This design comes from an exercise in tuning for small area, a short achievable clock period and few clock cycles per item on the open sky130 flow, not from production work.
At most, simulation tests tie the RTL to the original design; equivalence was not proved.

==> job 9061: inputs <==
==> flow/design.v <==
module joltage #(parameter int LENGTH = 100) (
    input logic clk, rst, start, data_valid,
    input logic [4*LENGTH-1:0] line_flat,
    output logic [15:0] joltage1_out,
    output logic [63:0] joltage2_out,
    output logic done
    );
    localparam int K    = 12;                
    localparam int HEAD = LENGTH - K + 1;    
    localparam int TL   = K - 1;             
    logic [3:0] line [0:LENGTH-1];
    genvar k;
    generate
        for (k = 0; k < LENGTH; k++) begin : unflatten
            assign line[k] = line_flat[4*k +: 4];
        end
    endgenerate
    function automatic logic ge4(input logic [3:0] a, input logic [3:0] b);
        logic r;
        r = a[0] | ~b[0];
        for (int i = 1; i < 4; i++) r = (a[i] & ~b[i]) | (~(~a[i] & b[i]) & r);
        ge4 = r;
    endfunction
    function automatic logic ge8(input logic [7:0] a, input logic [7:0] b);
        logic r;
        r = a[0] | ~b[0];
        for (int i = 1; i < 8; i++) r = (a[i] & ~b[i]) | (~(~a[i] & b[i]) & r);
        ge8 = r;
    endfunction
    function automatic logic [2*LENGTH-1:0] pfx2(input logic [LENGTH-1:0] x);
        logic [LENGTH-1:0] p1, p2;
        p1 = x;
        p2 = '0;
        for (int l = 0; (1 << l) < LENGTH; l++)
            for (int i = 0; i < LENGTH; i++)
                if ((i >> l) & 1) begin
                    p2[i] = p2[i] | p2[((i >> l) << l) - 1] | (p1[i] & p1[((i >> l) << l) - 1]);
                    p1[i] = p1[i] | p1[((i >> l) << l) - 1];
                end
        pfx2 = {p2[LENGTH-2:0], 1'b0, p1[LENGTH-2:0], 1'b0};
    endfunction
    function automatic logic [4+11-1:0] max11(input logic [43:0] d, input logic [10:0] c);
        logic [10:0] p [0:3];
        logic [10:0] m;
        logic h8, h4, h1, h0;
        for (int b = 0; b < 4; b++)
            for (int i = 0; i < 11; i++) p[b][i] = d[4*i+b];
        h8 = |(c & p[3]);
        h4 = |(c & p[2]);
        m = c & (h8 ? p[3] : (p[2] | {11{~h4}}));
        h1 = |(m & p[1]);
        m = m & (p[1] | {11{~h1}});
        h0 = |(m & p[0]);
        m = m & (p[0] | {11{~h0}});
        max11 = {h8, ~h8 & h4, h1, h0, m};
    endfunction
    logic waitd, sel, fin, first;
    logic [3:0] j;                   
    logic take2;                     
    always_ff @(posedge clk) begin : control
        if (rst) begin
            waitd <= 1'b0;
            sel   <= 1'b0;
            fin   <= 1'b0;
            done  <= 1'b0;
            first <= 1'b0;
            j     <= '0;
        end else begin
            fin   <= 1'b0;
            first <= 1'b0;
            if (start) begin
                waitd <= 1'b1;
                done  <= 1'b0;
            end
            if (waitd && data_valid) begin
                waitd <= 1'b0;
                sel   <= 1'b1;
                first <= 1'b1;
                j     <= '0;
            end
            if (sel) begin
                j <= j + 4'd1 + 4'(take2);
                if (j + 4'd1 + 4'(take2) == 4'(K)) begin
                    sel <= 1'b0;
                    fin <= 1'b1;
                end
            end
            if (fin)
                done <= 1'b1;
        end
    end
    logic [3:0] ln [0:LENGTH-1];
    always_ff @(posedge clk) begin : line_reg
        if (waitd)
            for (int i = 0; i < LENGTH; i++) ln[i] <= line[i];
    end
    logic [LENGTH-1:0] pl [0:3];
    always_comb begin
        for (int b = 0; b < 4; b++)
            for (int i = 0; i < LENGTH; i++) pl[b][i] = ln[i][b];
    end
    logic [3:0] nd;
    always_comb begin : next_digit
        nd = 4'd0;
        for (int t = 0; t < TL; t++)
            if (j == 4'(t)) nd = nd | ln[HEAD+t];
    end
    logic [LENGTH-1:0] act;          
    logic [TL+1:0] hiok;             
    logic [LENGTH-1:0] c4, c2, c0, a1, a2;
    logic [3:0] mx;
    always_comb begin : select
        logic h8, h4, l3, l2, l1;
        logic [LENGTH-1:0] e3, e2, e1, e0;
        c4 = act & {hiok[TL-1:0], {HEAD{1'b1}}};
        h8 = |(c4 & pl[3]);
        h4 = |(c4 & pl[2]);
        c2 = c4 & (h8 ? pl[3] : (pl[2] | {LENGTH{~h4}}));
        e3 = pl[1] & pl[0];
        e2 = pl[1] & ~pl[0];
        e1 = ~pl[1] & pl[0];
        e0 = ~pl[1] & ~pl[0];
        l3 = |(c2 & e3);
        l2 = |(c2 & e2);
        l1 = |(c2 & e1);
        c0 = c2 & (l3 ? e3 : l2 ? e2 : l1 ? e1 : e0);
        mx = {h8, ~h8 & h4, l3 | l2, l3 | (~l2 & l1)};
        {a2, a1} = pfx2(c0);
        take2 = (a2[LENGTH-1] | (a1[LENGTH-1] & c0[LENGTH-1])) && ge4(mx, nd) && j != 4'(K - 1);
    end
    always_ff @(posedge clk) begin : select_seq
        if (waitd) begin
            act  <= '1;
            hiok <= '0;
        end else begin
            act  <= take2 ? a2 : a1;
            hiok <= take2 ? {hiok[TL-1:0], 2'b11} : {hiok[TL:0], 1'b1};
        end
    end
    logic [3:0] mreg, m0, m1, pd;
    logic two;                       
    logic pend;                      
    logic upd;                       
    logic [6:0] dd;                  
    logic [39:0] v;
    logic [63:0] sum;
    always_comb begin : horner_add
        upd = pend | two;
        dd = pend ? 7'(pd * 4'd10) + 7'(mreg) : 7'(mreg * 4'd11);
        sum = (fin ? joltage2_out : 64'd0) + (64'(v) << 6) + (64'(v) << 5) + (64'(v) << 2) + 64'(dd);
    end
    always_ff @(posedge clk) begin : horner
        mreg <= mx;
        two  <= take2;
        if (sel && j == 4'd0) begin
            m0 <= mx;
            if (take2) m1 <= mx;
        end
        if (sel && j == 4'd1) m1 <= mx;
        if (first) begin
            v    <= 40'd0;
            pend <= 1'b0;
        end else begin
            if (upd) v <= sum[39:0];
            if (pend == two) pd <= mreg;
            pend <= pend ^ ~two;
        end
    end
    logic [43:0] tdig;
    always_comb
        for (int t = 0; t < TL; t++) tdig[4*t +: 4] = ln[HEAD+t];
    logic [3:0] pm, rt, y;
    logic [10:0] pmm, aft;
    always_comb begin : tail
        {pm, pmm} = max11(tdig, 11'b01111111111);
        aft = 11'(pfx2(100'(pmm)));
        {y, aft} = {max11(tdig, aft)};
        rt = 4'(max11(tdig, 11'b11111111110) >> 11);
    end
    logic [7:0] t2r;
    logic [3:0] rtr;
    logic [6:0] p1v;
    always_ff @(posedge clk) begin : part1
        logic [7:0] ca, p;
        t2r <= {pm, y};
        rtr <= rt;
        ca = {m0, ge4(m1, rtr) ? m1 : rtr};
        p = ge8(ca, t2r) ? ca : t2r;
        p1v <= 7'(p[7:4] * 4'd10) + 7'(p[3:0]);
    end
    logic rst_q;
    always_ff @(posedge clk) rst_q <= rst;
    always_ff @(posedge clk) begin : totals
        if (rst_q) begin
            joltage1_out <= 16'd0;
            joltage2_out <= 64'd0;
        end else if (fin) begin
            joltage1_out <= joltage1_out + 16'(p1v);
            joltage2_out <= sum;
        end
    end
endmodule
==> flow/flow/run.sh <==
#!/bin/bash
# Standard layout with three changes to how it is made (the SDC, clock period
# and I/O delays are the design's, unchanged):
# - repair_timing is asked for a setup margin, so that it sizes and buffers
#   the design for the period it can reach rather than just 25 ns;
# - the port buffers are buf_1 cells instead of the default choice;
# - the clock tree uses clkbuf_8 cells (set in config.mk).
set -euo pipefail
export SETUP_SLACK_MARGIN=17.5
export BUFFER_PORTS_ARGS="-buffer_cell sky130_fd_sc_hd__buf_1"
bash standard.sh > standard.log 2>&1
==> flow/standard.sh <==
#!/bin/bash
# synth_recipe.tcl (not shown) runs the flow's synth.tcl, then flattens the netlist and writes it again
# the make line also repeats each setting of config.mk as NAME=value (left out here)
make -C /OpenROAD-flow-scripts/flow DESIGN_CONFIG=/design/flow/config.mk WORK_HOME=/design/flow/orfs CLKGATE_MAP_FILE= SYNTH_SCRIPT=/design/flow/synth_recipe.tcl "${@:-finish}"
==> flow/config.mk <==
export PLATFORM = sky130hd
export DESIGN_NAME = joltage
export DESIGN_NICKNAME = joltage
export VERILOG_FILES = /design/flow/design.v
export SDC_FILE = /design/flow/constraint.sdc
export NUM_CORES = 4
export LEC_CHECK = 0
export CAP_MARGIN = 20
export CORE_MARGIN = 2
export CORE_UTILIZATION = 45
export CTS_BUF_LIST = sky130_fd_sc_hd__clkbuf_8
export SLEW_MARGIN = 20
==> flow/constraint.sdc <==
create_clock -name core_clock -period 25.0 [get_ports {clk}]
set_input_delay 5.0000 -clock core_clock [delete_from_list [all_inputs] [get_ports {clk}]]
set_output_delay 5.0000 -clock core_clock [all_outputs]
set_load 0.01 [all_outputs]
==> inputs of job 6540, as changes to job 9061 <==
==> flow/design.v, changed modules only <==
module joltage #(parameter int LENGTH = 100) (
    input logic clk, rst, start, data_valid,
    input logic [4*LENGTH-1:0] line_flat,
    output logic [15:0] joltage1_out,
    output logic [63:0] joltage2_out,
    output logic done
    );
    localparam int K    = 12;                
    localparam int HEAD = LENGTH - K + 1;    
    localparam int TL   = K - 1;             
    logic [3:0] line [0:LENGTH-1];
    genvar k;
    generate
        for (k = 0; k < LENGTH; k++) begin : unflatten
            assign line[k] = line_flat[4*k +: 4];
        end
    endgenerate
    function automatic logic ge4(input logic [3:0] a, input logic [3:0] b);
        logic r;
        r = a[0] | ~b[0];
        for (int i = 1; i < 4; i++) r = (a[i] & ~b[i]) | (~(~a[i] & b[i]) & r);
        ge4 = r;
    endfunction
    function automatic logic ge8(input logic [7:0] a, input logic [7:0] b);
        logic r;
        r = a[0] | ~b[0];
        for (int i = 1; i < 8; i++) r = (a[i] & ~b[i]) | (~(~a[i] & b[i]) & r);
        ge8 = r;
    endfunction
    function automatic logic [2*LENGTH-1:0] pfx2(input logic [LENGTH-1:0] x);
        logic [LENGTH-1:0] p1, p2;
        p1 = x;
        p2 = '0;
        for (int l = 0; (1 << l) < LENGTH; l++)
            for (int i = 0; i < LENGTH; i++)
                if ((i >> l) & 1) begin
                    p2[i] = p2[i] | p2[((i >> l) << l) - 1] | (p1[i] & p1[((i >> l) << l) - 1]);
                    p1[i] = p1[i] | p1[((i >> l) << l) - 1];
                end
        pfx2 = {p2[LENGTH-2:0], 1'b0, p1[LENGTH-2:0], 1'b0};
    endfunction
    function automatic logic two_ones(input logic [LENGTH-1:0] x);
        logic [LENGTH-1:0] p1, p2;
        int n;
        p1 = x;
        p2 = '0;
        for (n = LENGTH; n > 1; n = (n + 1) / 2)
            for (int i = 0; i < n / 2; i++) begin
                p2[i] = p2[2*i] | p2[2*i+1] | (p1[2*i] & p1[2*i+1]);
                p1[i] = p1[2*i] | p1[2*i+1];
                if (i == n / 2 - 1 && n % 2 == 1) begin
                    p2[i+1] = p2[n-1];
                    p1[i+1] = p1[n-1];
                end
            end
        two_ones = p2[0];
    endfunction
    function automatic logic [4+11-1:0] max11(input logic [43:0] d, input logic [10:0] c);
        logic [10:0] p [0:3];
        logic [10:0] m;
        logic h8, h4, h1, h0;
        for (int b = 0; b < 4; b++)
            for (int i = 0; i < 11; i++) p[b][i] = d[4*i+b];
        h8 = |(c & p[3]);
        h4 = |(c & p[2]);
        m = c & (h8 ? p[3] : (p[2] | {11{~h4}}));
        h1 = |(m & p[1]);
        m = m & (p[1] | {11{~h1}});
        h0 = |(m & p[0]);
        m = m & (p[0] | {11{~h0}});
        max11 = {h8, ~h8 & h4, h1, h0, m};
    endfunction
    logic waitd, sel, fin, first;
    logic [3:0] j;                   
    logic take2;                     
    always_ff @(posedge clk) begin : control
        if (rst) begin
            waitd <= 1'b0;
            sel   <= 1'b0;
            fin   <= 1'b0;
            done  <= 1'b0;
            first <= 1'b0;
            j     <= '0;
        end else begin
            fin   <= 1'b0;
            first <= 1'b0;
            if (start) begin
                waitd <= 1'b1;
                done  <= 1'b0;
            end
            if (waitd && data_valid) begin
                waitd <= 1'b0;
                sel   <= 1'b1;
                first <= 1'b1;
                j     <= '0;
            end
            if (sel) begin
                j <= j + 4'd1 + 4'(take2);
                if (j + 4'd1 + 4'(take2) == 4'(K)) begin
                    sel <= 1'b0;
                    fin <= 1'b1;
                end
            end
            if (fin)
                done <= 1'b1;
        end
    end
    logic [3:0] ln [0:LENGTH-1];
    always_ff @(posedge clk) begin : line_reg
        if (waitd)
            for (int i = 0; i < LENGTH; i++) ln[i] <= line[i];
    end
    logic [LENGTH-1:0] pl [0:3];
    always_comb begin
        for (int b = 0; b < 4; b++)
            for (int i = 0; i < LENGTH; i++) pl[b][i] = ln[i][b];
    end
    logic [3:0] nd;
    always_comb begin : next_digit
        nd = 4'd0;
        for (int t = 0; t < TL; t++)
            if (j == 4'(t)) nd = nd | ln[HEAD+t];
    end
    logic [LENGTH-1:0] act;          
    logic [TL+1:0] hiok;             
    logic [LENGTH-1:0] c4, c2, c1, t0, an, nxt;
    logic [3:0] mx, sv;               
    logic nle;                        
    always_comb begin : select
        logic h8, h4, last, tk1, tk0, ge1, ge0;
        logic [LENGTH-1:0] q1, q2, r1, r2;
        c4 = act & {hiok[TL-1:0], {HEAD{1'b1}}};
        h8 = |(c4 & pl[3]);
        h4 = |(c4 & pl[2]);
        mx[3] = h8;
        mx[2] = ~h8 & h4;
        c2 = c4 & (h8 ? pl[3] : (pl[2] | {LENGTH{~h4}}));
        mx[1] = |(c2 & pl[1]);
        c1 = c2 & (pl[1] | {LENGTH{~mx[1]}});
        t0 = c1 & pl[0];
        mx[0] = |t0;
        {q2, q1} = pfx2(t0);
        {r2, r1} = pfx2(c1);
        last = j == 4'(K - 1);
        ge1 = ge4({mx[3:1], 1'b1}, nd);
        ge0 = ge4({mx[3:1], 1'b0}, nd);
        tk1 = ((q2[LENGTH-1] | (q1[LENGTH-1] & t0[LENGTH-1])) || !ge1) && !last;
        tk0 = ((r2[LENGTH-1] | (r1[LENGTH-1] & c1[LENGTH-1])) || !ge0) && !last;
        nle = mx[0] ? ge1 : ge0;
        take2 = mx[0] ? tk1 : tk0;
        sv = nle ? mx : nd;
        an = {~{hiok[TL-2:0], 1'b1}, {HEAD{1'b0}}};
        nxt = !take2 ? (mx[0] ? q1 : r1) : !nle ? an : (mx[0] ? q2 : r2);
    end
    always_ff @(posedge clk) begin : select_seq
        if (waitd) begin
            act  <= '1;
            hiok <= '0;
        end else begin
            act  <= nxt;
            hiok <= take2 ? {hiok[TL-1:0], 2'b11} : {hiok[TL:0], 1'b1};
        end
    end
    logic [3:0] mreg, sreg, m0, m1, pd;
    logic two;                       
    logic pend;                      
    logic upd;                       
    logic [6:0] dd;                  
    logic [39:0] v;
    logic [63:0] sum;
    always_comb begin : horner_add
        upd = pend | two;
        dd = pend ? 7'(pd * 4'd10) + 7'(mreg) : 7'(mreg * 4'd10) + 7'(sreg);
        sum = (fin ? joltage2_out : 64'd0) + (64'(v) << 6) + (64'(v) << 5) + (64'(v) << 2) + 64'(dd);
    end
    always_ff @(posedge clk) begin : horner
        mreg <= mx;
        sreg <= sv;
        two  <= take2;
        if (sel && j == 4'd0) begin
            m0 <= mx;
            if (take2) m1 <= sv;
        end
        if (sel && j == 4'd1) m1 <= mx;
        if (first) begin
            v    <= 40'd0;
            pend <= 1'b0;
        end else begin
            if (upd) v <= sum[39:0];
            if (pend == two) pd <= pend ? sreg : mreg;
            pend <= pend ^ ~two;
        end
    end
    logic [43:0] tdig;
    always_comb
        for (int t = 0; t < TL; t++) tdig[4*t +: 4] = ln[HEAD+t];
    logic [3:0] pm, rt, y;
    logic [10:0] pmm, aft;
    always_comb begin : tail
        {pm, pmm} = max11(tdig, 11'b01111111111);
        aft = 11'(pfx2(100'(pmm)));
        {y, aft} = {max11(tdig, aft)};
        rt = 4'(max11(tdig, 11'b11111111110) >> 11);
    end
    logic [7:0] t2r;
    logic [3:0] rtr;
    logic [6:0] p1v;
    always_ff @(posedge clk) begin : part1
        logic [7:0] ca, p;
        t2r <= {pm, y};
        rtr <= rt;
        ca = {m0, ge4(m1, rtr) ? m1 : rtr};
        p = ge8(ca, t2r) ? ca : t2r;
        p1v <= 7'(p[7:4] * 4'd10) + 7'(p[3:0]);
    end
    logic rst_q;
    always_ff @(posedge clk) rst_q <= rst;
    always_ff @(posedge clk) begin : totals
        if (rst_q) begin
            joltage1_out <= 16'd0;
            joltage2_out <= 64'd0;
        end else if (fin) begin
            joltage1_out <= joltage1_out + 16'(p1v);
            joltage2_out <= sum;
        end
    end
endmodule
- ABC_AREA: not set -> 1
- CORE_UTILIZATION: 45 -> 40
==> comparison table <==
Utilization after layout: job 6540 46.3%; job 9061 60.2%
Run status: job 6540 finished clean; job 9061 finished clean
Parity-gate share of the synthesized area counting xor and xnor cells: job 6540 1.08%; job 9061 3.34%
Final setup slack of the worst path: job 6540 17.66 ns; job 9061 15.44 ns
Footprint of the multi-input gates: job 6540 24600 µm²; job 9061 26300 µm²
Global routing usage on met2: job 6540 51.0%; job 9061 69.0%
FF+latch count, synth: job 6540 682; job 9061 678
Worst path bufs/invs: job 6540 5; job 9061 13
Largest net degree at the start of global routing: job 6540 173; job 9061 166
Compound-cell area share of the yosys netlist: job 6540 11.0%; job 9061 23.3%
Mux cell area share after synthesis: job 6540 0.0216%; job 9061 2.42%
Final weighted congestion of routability-driven global placement: job 6540 1.03; job 9061 1.07
Non-clock buffer count: job 6540 553; job 9061 920
Hold_ws: job 6540 0.471 ns; job 9061 0.479 ns
Testbench counts of job 6540, summed over its fixed seeds: cycles 2,313, lines 240.
For job 9061, only the layout was checked, not whether the RTL still works.

## port drivers added, routing unchanged
In the flow no input, the clock included, has a driving cell. The finished layouts below were timed again as built, in two steps. Step 1 sets driving cells, clkbuf_16 on the clock port and buf_2 on the other inputs (assumed; they add their load-dependent delay and slew). Step 2 adds t to the input delays and takes it off the output delays; t is the mean of the earliest and latest rising clock arrival at the registers after step 1. Input paths then give back, and output paths get back, about the clock's delay inside the block. Slacks: ideal / step 1 / step 2; pairs: ideal / step 1.
run | shift t [ns] | slack for setup (ns) | worst hold slack (ns) | clock arrival spread, ns | worst slew at a driven data input, ns
job 9061 | 0.911 | 15.444 / 15.444 / 15.444 | 0.479 / 0.479 / 0.479 | 0.075 / 0.074 | 0.12
job 6540 | 0.927 | 17.661 / 17.661 / 17.661 | 0.471 / 0.471 / 0.471 | 0.047 / 0.048 | 0.17
After both steps setup and hold are still met in every run listed.
